This design comes from an exercise in tuning for small area on the open sky130 flow, not from production work.
Function was checked by simulation only, so behaviour that the tests miss may differ from the original.
Power figures rest on the tool's default switching activity, not on a simulated workload.

==> inputs of run a <==
==> flow/design.v <==
module format_vg (
    input  wire [7:0] FORMAT,
    output wire       F1,     
    output wire       F4,     
    output wire       F5,     
    output wire       F16,    
    output wire       F128    
);
    assign F1   =  FORMAT[0] & ~FORMAT[2];
    assign F4   = ~FORMAT[0] &  FORMAT[2];
    assign F5   =  FORMAT[0] &  FORMAT[2];
    assign F128 = ~FORMAT[0] & ~FORMAT[2] &  FORMAT[7];
    assign F16  = ~FORMAT[0] & ~FORMAT[2] & ~FORMAT[7];
endmodule
module sync_vg (
    input  wire        clk,
    input  wire        reset_n,
    input  wire        F1, F4, F5, F16, F128,
    output wire        hs1,       
    output wire        vs1,       
    output wire        de1,       
    output wire        x_first,   
    output wire        x_last,    
    output wire        x_odd,     
    output wire        y_first,   
    output wire        y_last,    
    output wire        y_odd      
);
    reg [11:0] h;
    reg [10:0] l;
    wire h_wrap = F1   ? ((h & 12'd799)  == 12'd799)  :
                  F4   ? ((h & 12'd1649) == 12'd1649) :
                  F128 ? ((h & 12'd1679) == 12'd1679) :
                         ((h & 12'd2199) == 12'd2199);
    wire l_wrap = F1   ? ((l & 11'd524)  == 11'd524)  :
                  F4   ? ((l & 11'd749)  == 11'd749)  :
                  F128 ? ((l & 11'd827)  == 11'd827)  :
                         ((l & 11'd1124) == 11'd1124);
    always @(posedge clk) begin
        if (~reset_n) begin
            h <= 12'd0;
            l <= 11'd0;
        end else if (h_wrap) begin
            h <= 12'd0;
            l <= l_wrap ? 11'd0 : l + 11'd1;
        end else begin
            h <= h + 12'd1;
        end
    end
    assign hs1 = (h != 12'd0) &&
                 (F1   ? (h <= 12'd96)  :
                  F4   ? (h <= 12'd40)  :
                  F128 ? (h <= 12'd136) : (h <= 12'd44));
    wire l0 = (l == 11'd0);
    wire h0 = (h == 12'd0);
    wire [2:0] vsl = F1 ? 3'd2 : F128 ? 3'd3 : 3'd5;
    wire vs_f0 = ((l < {8'd0, vsl}) && !(l0 && h0)) || ((l == {8'd0, vsl}) && h0);
    wire vs_f1 = ((l == 11'd562) && (h >= 12'd1101)) ||
                 ((l >= 11'd563) && (l <= 11'd566)) ||
                 ((l == 11'd567) && (h < 12'd1101));
    assign vs1 = vs_f0 || (F5 && vs_f1);
    wire h_act = F1   ? ((h >= 12'd145) && (h <= 12'd784))  :
                 F4   ? ((h >= 12'd261) && (h <= 12'd1540)) :
                 F128 ? ((h >= 12'd337) && (h <= 12'd1616)) :
                        ((h >= 12'd193) && (h <= 12'd2112));
    wire v_act = F1   ? ((l >= 11'd35) && (l <= 11'd514))  :
                 F4   ? ((l >= 11'd25) && (l <= 11'd744))  :
                 F5   ? (((l >= 11'd20) && (l <= 11'd559)) ||
                         ((l >= 11'd583) && (l <= 11'd1122))) :
                 F16  ? ((l >= 11'd41) && (l <= 11'd1120)) :
                        ((l >= 11'd27) && (l <= 11'd826));
    assign de1 = h_act && v_act;
    assign x_first = F1   ? (h == 12'd145) :
                     F4   ? (h == 12'd261) :
                     F128 ? (h == 12'd337) : (h == 12'd193);
    assign x_last  = F1   ? (h == 12'd784)  :
                     F4   ? (h == 12'd1540) :
                     F128 ? (h == 12'd1616) : (h == 12'd2112);
    assign x_odd = ~h[0];
    assign y_first = F1  ? (l == 11'd35) :
                     F4  ? (l == 11'd25) :
                     F5  ? (l == 11'd20) :
                     F16 ? (l == 11'd41) : (l == 11'd27);
    assign y_last  = F1  ? (l == 11'd514)  :
                     F4  ? (l == 11'd744)  :
                     F5  ? (l == 11'd1122) :
                     F16 ? (l == 11'd1120) : (l == 11'd826);
    assign y_odd = F5 ? (l >= 11'd576) : ~l[0];
endmodule
module pattern_vg (
    input  wire       clk,
    input  wire       reset_n,
    input  wire       F1, F4, F5, F16, F128,
    input  wire       hs1, vs1, de1,
    input  wire       x_first, x_last, x_odd,
    input  wire       y_first, y_last, y_odd,
    input  wire [7:0] pattern,
    input  wire [7:0] r_in, g_in, b_in,
    output reg        vs, hs, de,
    output reg  [7:0] r, g, b
);
    reg  [19:0] ramp;
    wire [19:0] step = F1 ? 20'h00666 : (F4 | F128) ? 20'h00333 : 20'h00222;
    always @(posedge clk) begin
        if (~reset_n) begin
            vs <= 1'b0;
            hs <= 1'b0;
            de <= 1'b0;
        end else begin
            vs <= vs1;
            hs <= hs1;
            de <= de1;
        end
    end
    wire border = x_first | x_last | y_first | y_last;
    always @(posedge clk) begin
        if (~reset_n)
            ramp <= 20'd0;
        else if ((pattern[7:2] == 6'd1) && de1)
            ramp <= x_last ? 20'd0 : ((x_first ? 20'd0 : ramp) + step);
    end
    always @(posedge clk) begin
        if (reset_n && (pattern[7:3] == 5'd0)) begin
            case (pattern[2:0])
                3'd0: {r, g, b} <= {r_in, g_in, b_in};
                3'd1: {r, g, b} <= (de1 && border) ? 24'hFFFFFF : {r_in, g_in, b_in};
                3'd2: {r, g, b} <= {24{de1 & x_odd}};
                3'd3: {r, g, b} <= {24{de1 & y_odd}};
                3'd4: {r, g, b} <= {ramp[19:12], ramp[19:12], ramp[19:12]};
                3'd5: {r, g, b} <= {ramp[19:12], 16'd0};
                3'd6: {r, g, b} <= {8'd0, ramp[19:12], 8'd0};
                default: {r, g, b} <= {16'd0, ramp[19:12]};
            endcase
        end
    end
endmodule
module videogen (
    input  wire       clk,
    input  wire       reset_n,
    input  wire [7:0] format,
    input  wire [7:0] pattern,
    input  wire [7:0] r_in,
    input  wire [7:0] g_in,
    input  wire [7:0] b_in,
    output wire       vs,
    output wire       hs,
    output wire       de,
    output wire [7:0] r,
    output wire [7:0] g,
    output wire [7:0] b
);
    wire f1, f4, f5, f16, f128;
    format_vg u_format (
        .FORMAT(format),
        .F1(f1), .F4(f4), .F5(f5), .F16(f16), .F128(f128)
    );
    wire hs1, vs1, de1, x_first, x_last, x_odd, y_first, y_last, y_odd;
    sync_vg u_sync (
        .clk(clk), .reset_n(reset_n),
        .F1(f1), .F4(f4), .F5(f5), .F16(f16), .F128(f128),
        .hs1(hs1), .vs1(vs1), .de1(de1),
        .x_first(x_first), .x_last(x_last), .x_odd(x_odd),
        .y_first(y_first), .y_last(y_last), .y_odd(y_odd)
    );
    pattern_vg u_pattern (
        .clk(clk), .reset_n(reset_n),
        .F1(f1), .F4(f4), .F5(f5), .F16(f16), .F128(f128),
        .hs1(hs1), .vs1(vs1), .de1(de1),
        .x_first(x_first), .x_last(x_last), .x_odd(x_odd),
        .y_first(y_first), .y_last(y_last), .y_odd(y_odd),
        .pattern(pattern), .r_in(r_in), .g_in(g_in), .b_in(b_in),
        .vs(vs), .hs(hs), .de(de), .r(r), .g(g), .b(b)
    );
endmodule
==> flow/run.sh <==
#!/bin/bash
# synth_recipe.tcl (not shown) runs the flow's synth.tcl, then flattens the netlist and writes it again
# the make line also repeats each setting of config.mk as NAME=value (left out here)
make -C /OpenROAD-flow-scripts/flow DESIGN_CONFIG=/design/flow/config.mk WORK_HOME=/design/flow/orfs CLKGATE_MAP_FILE= SYNTH_SCRIPT=/design/flow/synth_recipe.tcl finish
==> flow/config.mk <==
export PLATFORM = sky130hd
export DESIGN_NAME = videogen
export DESIGN_NICKNAME = videogen
export VERILOG_FILES = /design/flow/design.v
export SDC_FILE = /design/flow/constraint.sdc
export NUM_CORES = 4
export LEC_CHECK = 0
export CAP_MARGIN = 20
export CORE_MARGIN = 2
export CORE_UTILIZATION = 40
export SLEW_MARGIN = 20
==> flow/constraint.sdc <==
create_clock -name core_clock -period 8.5 [get_ports {clk}]
set_input_delay 1.7000 -clock core_clock [delete_from_list [all_inputs] [get_ports {clk}]]
set_output_delay 1.7000 -clock core_clock [all_outputs]
set_load 0.01 [all_outputs]
==> run b (differences from run a) <==
==> flow/design.v, changed modules only <==
module sync_vg (
    input  wire        clk,
    input  wire        reset_n,
    input  wire        F1, F4, F5, F16, F128,
    output wire        hs1,       
    output wire        vs1,       
    output wire        de0,       
    output wire        x_odd,     
    output wire        y_first,   
    output wire        y_last,    
    output wire        y_odd      
);
    reg [11:0] h;
    reg [10:0] l;
    function automatic ge12(input [11:0] a, input [11:0] k);    
        integer i;
        begin
            ge12 = 1'b1;
            for (i = 0; i < 12; i = i + 1)
                ge12 = k[i] ? (a[i] & ge12) : (a[i] | ge12);
        end
    endfunction
    function automatic ge11(input [10:0] a, input [10:0] k);    
        integer i;
        begin
            ge11 = 1'b1;
            for (i = 0; i < 11; i = i + 1)
                ge11 = k[i] ? (a[i] & ge11) : (a[i] | ge11);
        end
    endfunction
    function automatic [11:0] inc12(input [11:0] a);
        integer i;
        reg c;
        begin
            c = 1'b1;
            for (i = 0; i < 12; i = i + 1) begin
                inc12[i] = a[i] ^ c;
                c = c & a[i];
            end
        end
    endfunction
    function automatic [10:0] inc11(input [10:0] a);
        integer i;
        reg c;
        begin
            c = 1'b1;
            for (i = 0; i < 11; i = i + 1) begin
                inc11[i] = a[i] ^ c;
                c = c & a[i];
            end
        end
    endfunction
    wire h_wrap = F1   ? ((h & 12'd799)  == 12'd799)  :
                  F4   ? ((h & 12'd1649) == 12'd1649) :
                  F128 ? ((h & 12'd1679) == 12'd1679) :
                         ((h & 12'd2199) == 12'd2199);
    wire l_wrap = F1   ? ((l & 11'd524)  == 11'd524)  :
                  F4   ? ((l & 11'd749)  == 11'd749)  :
                  F128 ? ((l & 11'd827)  == 11'd827)  :
                         ((l & 11'd1124) == 11'd1124);
    always @(posedge clk) begin
        if (~reset_n) begin
            h <= 12'd0;
            l <= 11'd0;
        end else if (h_wrap) begin
            h <= 12'd0;
            l <= l_wrap ? 11'd0 : inc11(l);
        end else begin
            h <= inc12(h);
        end
    end
    assign hs1 = (h != 12'd0) &&
                 (F1   ? (!ge12(h, 12'd97))  :
                  F4   ? (!ge12(h, 12'd41))  :
                  F128 ? (!ge12(h, 12'd137)) : (!ge12(h, 12'd45)));
    wire l0 = (l == 11'd0);
    wire h0 = (h == 12'd0);
    wire [2:0] vsl = F1 ? 3'd2 : F128 ? 3'd3 : 3'd5;
    wire vs_f0 = (!ge11(l, {8'd0, vsl}) && !(l0 && h0)) || ((l == {8'd0, vsl}) && h0);
    wire vs_f1 = ((l == 11'd562) && (ge12(h, 12'd1101))) ||
                 ((ge11(l, 11'd563)) && (!ge11(l, 11'd567))) ||
                 ((l == 11'd567) && (!ge12(h, 12'd1101)));
    assign vs1 = vs_f0 || (F5 && vs_f1);
    wire h_act = F1   ? ((ge12(h, 12'd144)) && (!ge12(h, 12'd784)))  :
                 F4   ? ((ge12(h, 12'd260)) && (!ge12(h, 12'd1540))) :
                 F128 ? ((ge12(h, 12'd336)) && (!ge12(h, 12'd1616))) :
                        ((ge12(h, 12'd192)) && (!ge12(h, 12'd2112)));
    wire v_act = F1   ? ((ge11(l, 11'd35)) && (!ge11(l, 11'd515)))  :
                 F4   ? ((ge11(l, 11'd25)) && (!ge11(l, 11'd745)))  :
                 F5   ? (((ge11(l, 11'd20)) && (!ge11(l, 11'd560))) ||
                         ((ge11(l, 11'd583)) && (!ge11(l, 11'd1123)))) :
                 F16  ? ((ge11(l, 11'd41)) && (!ge11(l, 11'd1121))) :
                        ((ge11(l, 11'd27)) && (!ge11(l, 11'd827)));
    assign de0 = h_act && v_act;
    assign x_odd = ~h[0];
    assign y_first = F1  ? (l == 11'd35) :
                     F4  ? (l == 11'd25) :
                     F5  ? (l == 11'd20) :
                     F16 ? (l == 11'd41) : (l == 11'd27);
    assign y_last  = F1  ? (l == 11'd514)  :
                     F4  ? (l == 11'd744)  :
                     F5  ? (l == 11'd1122) :
                     F16 ? (l == 11'd1120) : (l == 11'd826);
    assign y_odd = F5 ? (ge11(l, 11'd576)) : ~l[0];
endmodule
module pattern_vg (
    input  wire       clk,
    input  wire       reset_n,
    input  wire       F1, F4, F5, F16, F128,
    input  wire       hs1, vs1, de0,
    input  wire       x_odd,
    input  wire       y_first, y_last, y_odd,
    input  wire [7:0] pattern,
    input  wire [7:0] r_in, g_in, b_in,
    output reg        vs, hs, de,
    output reg  [7:0] r, g, b
);
    reg  [19:0] ramp;
    reg         de1;    
    wire x_first = de1 & ~de;
    wire x_last  = de1 & ~de0;
    wire [19:0] step = F1 ? 20'h00666 : (F4 | F128) ? 20'h00333 : 20'h00222;
    always @(posedge clk) begin
        if (~reset_n) begin
            vs  <= 1'b0;
            hs  <= 1'b0;
            de1 <= 1'b0;
            de  <= 1'b0;
        end else begin
            vs  <= vs1;
            hs  <= hs1;
            de1 <= de0;
            de  <= de1;
        end
    end
    function automatic [19:0] add20(input [19:0] a, input [19:0] b);
        integer i;
        reg c;
        begin
            c = 1'b0;
            for (i = 0; i < 20; i = i + 1) begin
                add20[i] = a[i] ^ b[i] ^ c;
                c = (a[i] & b[i]) | (c & (a[i] ^ b[i]));
            end
        end
    endfunction
    wire border = x_first | x_last | y_first | y_last;
    always @(posedge clk) begin
        if (~reset_n)
            ramp <= 20'd0;
        else if ((pattern[7:2] == 6'd1) && de1)
            ramp <= x_last ? 20'd0 : add20(x_first ? 20'd0 : ramp, step);
    end
    always @(posedge clk) begin
        if (reset_n && (pattern[7:3] == 5'd0)) begin
            case (pattern[2:0])
                3'd0: {r, g, b} <= {r_in, g_in, b_in};
                3'd1: {r, g, b} <= (de1 && border) ? 24'hFFFFFF : {r_in, g_in, b_in};
                3'd2: {r, g, b} <= {24{de1 & x_odd}};
                3'd3: {r, g, b} <= {24{de1 & y_odd}};
                3'd4: {r, g, b} <= {ramp[19:12], ramp[19:12], ramp[19:12]};
                3'd5: {r, g, b} <= {ramp[19:12], 16'd0};
                3'd6: {r, g, b} <= {8'd0, ramp[19:12], 8'd0};
                default: {r, g, b} <= {16'd0, ramp[19:12]};
            endcase
        end
    end
endmodule
module videogen (
    input  wire       clk,
    input  wire       reset_n,
    input  wire [7:0] format,
    input  wire [7:0] pattern,
    input  wire [7:0] r_in,
    input  wire [7:0] g_in,
    input  wire [7:0] b_in,
    output wire       vs,
    output wire       hs,
    output wire       de,
    output wire [7:0] r,
    output wire [7:0] g,
    output wire [7:0] b
);
    wire f1, f4, f5, f16, f128;
    format_vg u_format (
        .FORMAT(format),
        .F1(f1), .F4(f4), .F5(f5), .F16(f16), .F128(f128)
    );
    wire hs1, vs1, de0, x_odd, y_first, y_last, y_odd;
    sync_vg u_sync (
        .clk(clk), .reset_n(reset_n),
        .F1(f1), .F4(f4), .F5(f5), .F16(f16), .F128(f128),
        .hs1(hs1), .vs1(vs1), .de0(de0),
        .x_odd(x_odd),
        .y_first(y_first), .y_last(y_last), .y_odd(y_odd)
    );
    pattern_vg u_pattern (
        .clk(clk), .reset_n(reset_n),
        .F1(f1), .F4(f4), .F5(f5), .F16(f16), .F128(f128),
        .hs1(hs1), .vs1(vs1), .de0(de0),
        .x_odd(x_odd),
        .y_first(y_first), .y_last(y_last), .y_odd(y_odd),
        .pattern(pattern), .r_in(r_in), .g_in(g_in), .b_in(b_in),
        .vs(vs), .hs(hs), .de(de), .r(r), .g(g), .b(b)
    );
endmodule
==> qor summary <==
Result of the run: run a complete, no violations; run b complete, no violations
PwrDens: run a 124 nW/um2; run b 141 nW/um2
Clock Network Area Fraction: run a 4.18%; run b 4.96%
Post-Syn Area: run a 5630 um2; run b 4790 um2
Non-clock buffer instance count of the final layout: run a 66; run b 68
Multi-input comb cells: run a 555; run b 369
Die boundary width: run a 123 um; run b 113 um
Total sequential power: run a 0.356 mW; run b 0.357 mW
Detailed-routed wire length on met2: run a 8430 um; run b 5740 um
Logic depth of the worst setup path including buffers: run a 16; run b 32
Sink of the worst hold path: run a u_pattern.ramp[2]$_SDFFE_PN0P_; run b u_pattern.ramp[1]$_SDFFE_PN0P_
Hold Startpoint: run a u_pattern.ramp[2]$_SDFFE_PN0P_; run b u_pattern.ramp[1]$_SDFFE_PN0P_
Area occupied by multi-input gates: run a 3660 um2; run b 2840 um2
Via count of the first global-routing pass: run a 5515; run b 3794
Transition time of the tightest slew-check pin: run a 0.983 ns; run b 0.970 ns
Compound-gate portion of the synthesized area: run a 25.5%; run b 22.9%
Placement Cell Area: run a 6270 um2; run b 5420 um2
Simple-gate area share of the yosys netlist: run a 30.0%; run b 21.0%
Netlist cell types: run a 82; run b 77
CP max FO: run a 19; run b 15
Normalized max-slew margin: run a 34.5%; run b 35.1%

re-timing with driven ports:
Ports are ideal in the flow. The routed layouts listed here were re-timed in OpenROAD. Step 1 assumes that a clkbuf_16 drives the clock port and a buf_2 every other input. Step 2 moves the port delays by t, midway between the first and last clock arrival at a register: inputs arrive t later, outputs are due t later. That takes back most of the time a late clock gives input paths. Three values: no drivers, after step 1, after step 2; two values: the first two.
run | t (ns) | slack for setup (ns) | worst slew at a driven data input, ns | pins driven straight from the clock port
run a | 0.392 | 2.380 / 2.400 / 2.008 | 0.06 | 1
run b | 0.385 | 1.391 / 1.397 / 1.013 | 0.05 | 1
After both steps every run listed still meets setup and hold. The setup slack of run b, which loses most, moves by +0.006 ns with the drivers and by -0.378 ns with both steps.
